This design comes from an exercise in tuning for small area and a short achievable clock period on the open sky130 flow, not from production work.
In this exercise RTL edits were held to simulation tests only and were not proved equivalent to the original.

Design ALU, start of the top module:
module ALU( clk, rst, sw, c, d, led, dp );
  input [15:0] sw;
  input clk;
  input rst;
  output reg dp;
  output reg [0:6] c;
  output reg [3:0] d;
  output reg [15:0] led;    
  wire led15 = led[15];
  wire led14 = led[14];
  reg [15:0] s;       
  reg [15:0] p;       
  reg [3:0]  m;       
  reg [4:0]  k;       
  wire first = (m == 4'd10);
  function [16:0] addc(input [15:0] a, input [15:0] b, input ci);
    integer i;
    reg cy;
    begin
      cy = ci;
      for (i = 0; i < 16; i = i + 1) begin
        addc[i] = a[i] ^ b[i] ^ cy;
        cy = (a[i] & b[i]) | (cy & (a[i] ^ b[i]));
      end
      addc[16] = cy;
    end
  endfunction
  function [11:0] cneg12(input [11:0] a, input ng);
    integer i;
    reg cy;
    begin
      cy = ng;
      for (i = 0; i < 12; i = i + 1) begin
        cneg12[i] = (a[i] ^ ng) ^ cy;
        cy = cy & (a[i] ^ ng);
      end
    end
  endfunction
  function [15:0] cneg16(input [15:0] a, input ng);
    integer i;
    reg cy;
    begin
      cy = ng;
      for (i = 0; i < 16; i = i + 1) begin
  ...
export LEC_CHECK = 0
export ABC_AREA = 1
export CAP_MARGIN = 20
export CORE_MARGIN = 2
export CORE_UTILIZATION = 40
export CTS_BUF_LIST = sky130_fd_sc_hd__clkbuf_4 sky130_fd_sc_hd__clkbuf_8
export GPL_TIMING_DRIVEN = 0
export SLEW_MARGIN = 20
create_clock -name core_clock -period 180.0 [get_ports {clk}]
standard.sh (not shown) runs the stock make flow with config.mk's settings and CLKGATE_MAP_FILE= SYNTH_SCRIPT=/design/flow/synth_recipe.tcl, a recipe that flattens the netlist after the stock synthesis.
==> flow/flow/run.sh <==
#!/bin/bash
# Own layout flow: the standard synthesis, then the combinational logic
# re-mapped with a stronger ABC script (registers and their names kept),
# then the standard layout from the re-mapped netlist.
set -euo pipefail
W=$(pwd)
R=$W/orfs/results/$FLOW_PLATFORM/ALU/base
YOSYS=$(command -v yosys || echo "$FLOW_HOME/../tools/install/yosys/bin/yosys")
bash standard.sh synth > "$W/std_synth.log" 2>&1
cp "$R/1_2_yosys.v" "$W/std_1_2_yosys.v"
export REMAP_LIB=$FLOW_HOME/platforms/$FLOW_PLATFORM/lib/sky130_fd_sc_hd__tt_025C_1v80.lib
export REMAP_IN=$W/std_1_2_yosys.v
export REMAP_OUT=$W/remap_1_2_yosys.v
export REMAP_SCRIPT=$W/flow/abc.script
export REMAP_TOP=$FLOW_TOP
export REMAP_DONT_USE="$(sed -n '/DONT_USE_CELLS += /,/^#/p' "$FLOW_HOME/platforms/$FLOW_PLATFORM/config.mk" | grep -o 'sky130_fd_sc_hd__[a-z0-9_]*' | tr '\n' ' ')"
"$YOSYS" -c "$W/flow/remap.tcl" > "$W/remap.log" 2>&1
cp "$REMAP_OUT" "$R/1_2_yosys.v"
rm -f "$R/1_synth.odb" "$R/1_synth.sdc"
bash standard.sh BUFFER_PORTS_ARGS="-buffer_cell sky130_fd_sc_hd__buf_1" CTS_ARGS="-sink_clustering_enable -repair_clock_nets -buf_list {sky130_fd_sc_hd__clkbuf_4 sky130_fd_sc_hd__clkbuf_8} -dont_use_dummy_load" SETUP_SLACK_MARGIN=143.1 finish > "$W/layout.log" 2>&1
Other scripts of this flow, unchanged in this note and not shown: flow/flow/abc.script, flow/flow/remap.tcl
The starting point completed with no timing, DRC or antenna violations.
Edit:
--- a/flow/design.v
+++ b/flow/design.v
@@ -130,14 +130,16 @@
   end
   wire [15:0] out = (first | led15 | led14) ? 16'd0 : arith;
   wire [5:0] A = sw[15:10];
   wire [5:0] B = sw[9:4];
   wire [2:0] cmd = sw[3:1];
   wire fp = sw[0];
-  wire ov_out  = ovf(out);
-  wire ov_outl = ovf({out[12:0], 3'b000});
+  wire zo = first | led15 | led14;
+  wire ov_out  = ~zo & (scmd == 3'd6) & ovf(shl);
+  wire ov_outl = ~zo & (((scmd == 3'd6) & ovf({shl[12:0], 3'b000})) |
+                        ((scmd == 3'd7) & (sa == 6'd7 || (sfp && sa == 6'd5))));
   wire bz = (B == 6'd0);
   wire sgn = A[5] ^ B[5];
   reg ov, neg;
   always @* begin
     ov  = ov_out;
     neg = out[15];
@@ -284,20 +286,20 @@
   always @(posedge clk) begin
     s <= sw;
     p <= out;
     if (rst) begin
       led <= 16'd0;
       m <= 4'd10;
+      k <= 5'd0;
       c <= 0;
       d <= 4'b1111;
       dp <= 1;
     end else begin
       led <= {ov, (cmd == 3'd3) & bz, neg, 13'b0};
       m <= (m == 4'd9) ? 4'd0 : (first ? 4'd1 : m + 4'd1);
-      if (first) k <= 5'd0;
-      else if (m == 4'd9) k <= k + 5'd1;
+      if (m == 4'd9) k <= k + 5'd1;
       if (refresh) begin
         c <= segm(Md, pd);
         d <= ~(4'b0001 << sel);
         dp <= ~((sel == 2'd2) & fp);
       end
     end
=>
- The new run completed without violations
- core utilization rises by 1.7 points
- clock-buffer cell count does not change
- die area fell by a few percent
- routed wire length stays flat
- fmax falls slightly
- worst setup slack degrades by 210 ps
- cell area stays flat
- synthesized area falls by a few percent
- via count went down by a few percent

## old
Starting RTL as in the previous note.
==> flow/config.mk <==
export PLATFORM = sky130hd
export DESIGN_NAME = ALU
export DESIGN_NICKNAME = ALU
export VERILOG_FILES = /design/flow/design.v
export SDC_FILE = /design/flow/constraint.sdc
export NUM_CORES = 4
export LEC_CHECK = 0
export ABC_AREA = 1
export CAP_MARGIN = 20
export CORE_MARGIN = 2
export CORE_UTILIZATION = 40
export CTS_BUF_LIST = sky130_fd_sc_hd__clkbuf_4 sky130_fd_sc_hd__clkbuf_8
export GPL_TIMING_DRIVEN = 0
export SLEW_MARGIN = 20
==> flow/constraint.sdc <==
create_clock -name core_clock -period 180.0 [get_ports {clk}]
set_input_delay 36.0000 -clock core_clock [delete_from_list [all_inputs] [get_ports {clk}]]
set_output_delay 36.0000 -clock core_clock [all_outputs]
set_load 0.01 [all_outputs]
==> flow/flow/run.sh <==
#!/bin/bash
# Own layout flow: the standard synthesis, then the combinational logic
# re-mapped with a stronger ABC script (registers and their names kept),
# then the standard layout from the re-mapped netlist.
set -euo pipefail
W=$(pwd)
R=$W/orfs/results/$FLOW_PLATFORM/ALU/base
YOSYS=$(command -v yosys || echo "$FLOW_HOME/../tools/install/yosys/bin/yosys")
bash standard.sh synth > "$W/std_synth.log" 2>&1
cp "$R/1_2_yosys.v" "$W/std_1_2_yosys.v"
export REMAP_LIB=$FLOW_HOME/platforms/$FLOW_PLATFORM/lib/sky130_fd_sc_hd__tt_025C_1v80.lib
export REMAP_IN=$W/std_1_2_yosys.v
export REMAP_OUT=$W/remap_1_2_yosys.v
export REMAP_SCRIPT=$W/flow/abc.script
export REMAP_TOP=$FLOW_TOP
export REMAP_DONT_USE="$(sed -n '/DONT_USE_CELLS += /,/^#/p' "$FLOW_HOME/platforms/$FLOW_PLATFORM/config.mk" | grep -o 'sky130_fd_sc_hd__[a-z0-9_]*' | tr '\n' ' ')"
"$YOSYS" -c "$W/flow/remap.tcl" > "$W/remap.log" 2>&1
cp "$REMAP_OUT" "$R/1_2_yosys.v"
rm -f "$R/1_synth.odb" "$R/1_synth.sdc"
bash standard.sh BUFFER_PORTS_ARGS="-buffer_cell sky130_fd_sc_hd__buf_1" CTS_ARGS="-sink_clustering_enable -repair_clock_nets -buf_list {sky130_fd_sc_hd__clkbuf_4 sky130_fd_sc_hd__clkbuf_8} -dont_use_dummy_load -sink_clustering_size 30 -sink_clustering_max_diameter 300" SETUP_SLACK_MARGIN=143.1 finish > "$W/layout.log" 2>&1
Other scripts of this flow, unchanged in this note and not shown: flow/flow/abc.script, flow/flow/remap.tcl
Setup changes, old to new
--- a/flow/design.v
+++ b/flow/design.v
@@ -128,18 +128,20 @@
       default: arith = (sa[5:3] == 3'b000) ? fct : 16'd0;
     endcase
   end
   wire [15:0] out = (first | led15 | led14) ? 16'd0 : arith;
   wire [5:0] A = sw[15:10];
   wire [5:0] B = sw[9:4];
   wire [2:0] cmd = sw[3:1];
   wire fp = sw[0];
-  wire ov_out  = ovf(out);
-  wire ov_outl = ovf({out[12:0], 3'b000});
+  wire zo = first | led15 | led14;
+  wire ov_out  = ~zo & (scmd == 3'd6) & ovf(shl);
+  wire ov_outl = ~zo & (((scmd == 3'd6) & ovf({shl[12:0], 3'b000})) |
+                        ((scmd == 3'd7) & (sa == 6'd7 || (sfp && sa == 6'd5))));
   wire bz = (B == 6'd0);
   wire sgn = A[5] ^ B[5];
   reg ov, neg;
   always @* begin
     ov  = ov_out;
     neg = out[15];
     case (cmd)
       3'd7: begin ov = ~A[5] & (A[4] | A[3]); neg = 1'b0; end
@@ -282,24 +284,24 @@
   endfunction
   wire refresh = (m == 4'd0) | first;
   always @(posedge clk) begin
     s <= sw;
     p <= out;
     if (rst) begin
       led <= 16'd0;
       m <= 4'd10;
+      k <= 5'd0;
       c <= 0;
       d <= 4'b1111;
       dp <= 1;
     end else begin
       led <= {ov, (cmd == 3'd3) & bz, neg, 13'b0};
       m <= (m == 4'd9) ? 4'd0 : (first ? 4'd1 : m + 4'd1);
-      if (first) k <= 5'd0;
-      else if (m == 4'd9) k <= k + 5'd1;
+      if (m == 4'd9) k <= k + 5'd1;
       if (refresh) begin
         c <= segm(Md, pd);
         d <= ~(4'b0001 << sel);
         dp <= ~((sel == 2'd2) & fp);
       end
     end
   end
 endmodule
[summary]
~same final period utilization in old and new
Diff old -> new | wire length on met3 | decrease of 12 um
For post-layout instance area, new and old come out practically identical.
Looking at cell area after synthesis, new sits 3.5% below old.
Compared with old, new shows a post-place setup slack that is 830 ps lower.

==> afterwards: timing with drivers on the ports <==
The results above use ideal ports. As a check the final layouts listed here were re-extracted and re-timed, cells and wires unchanged.
Step 1, drivers: a clkbuf_16 drives clk and a buf_2 each remaining input, both assumed.
Step 2 adds t to the input delays and takes it off the output delays; t is the mean of the earliest and latest rising clock arrival at the registers after step 1. Input paths then give back, and output paths get back, about the clock's delay inside the block.
Slacks: ideal / step 1 / step 2; pairs: ideal / step 1.
run | t (ns) | setup slack, ns | slew at the worst register clock pin (ns) | worst data-port slew with drivers (ns) | pins driven straight from the clock port
the first run of note 1 | 0.369 | 143.111 / 143.073 / 142.840 | 0.07 / 0.07 | 0.04 | 1
the second run of note 1 | 0.374 | 142.898 / 142.872 / 142.498 | 0.07 / 0.07 | 0.08 | 1
old | 0.369 | 143.111 / 143.073 / 142.840 | 0.07 / 0.07 | 0.04 | 1
new | 0.374 | 142.898 / 142.872 / 142.498 | 0.07 / 0.07 | 0.08 | 1
After both steps every run listed still meets setup and hold.
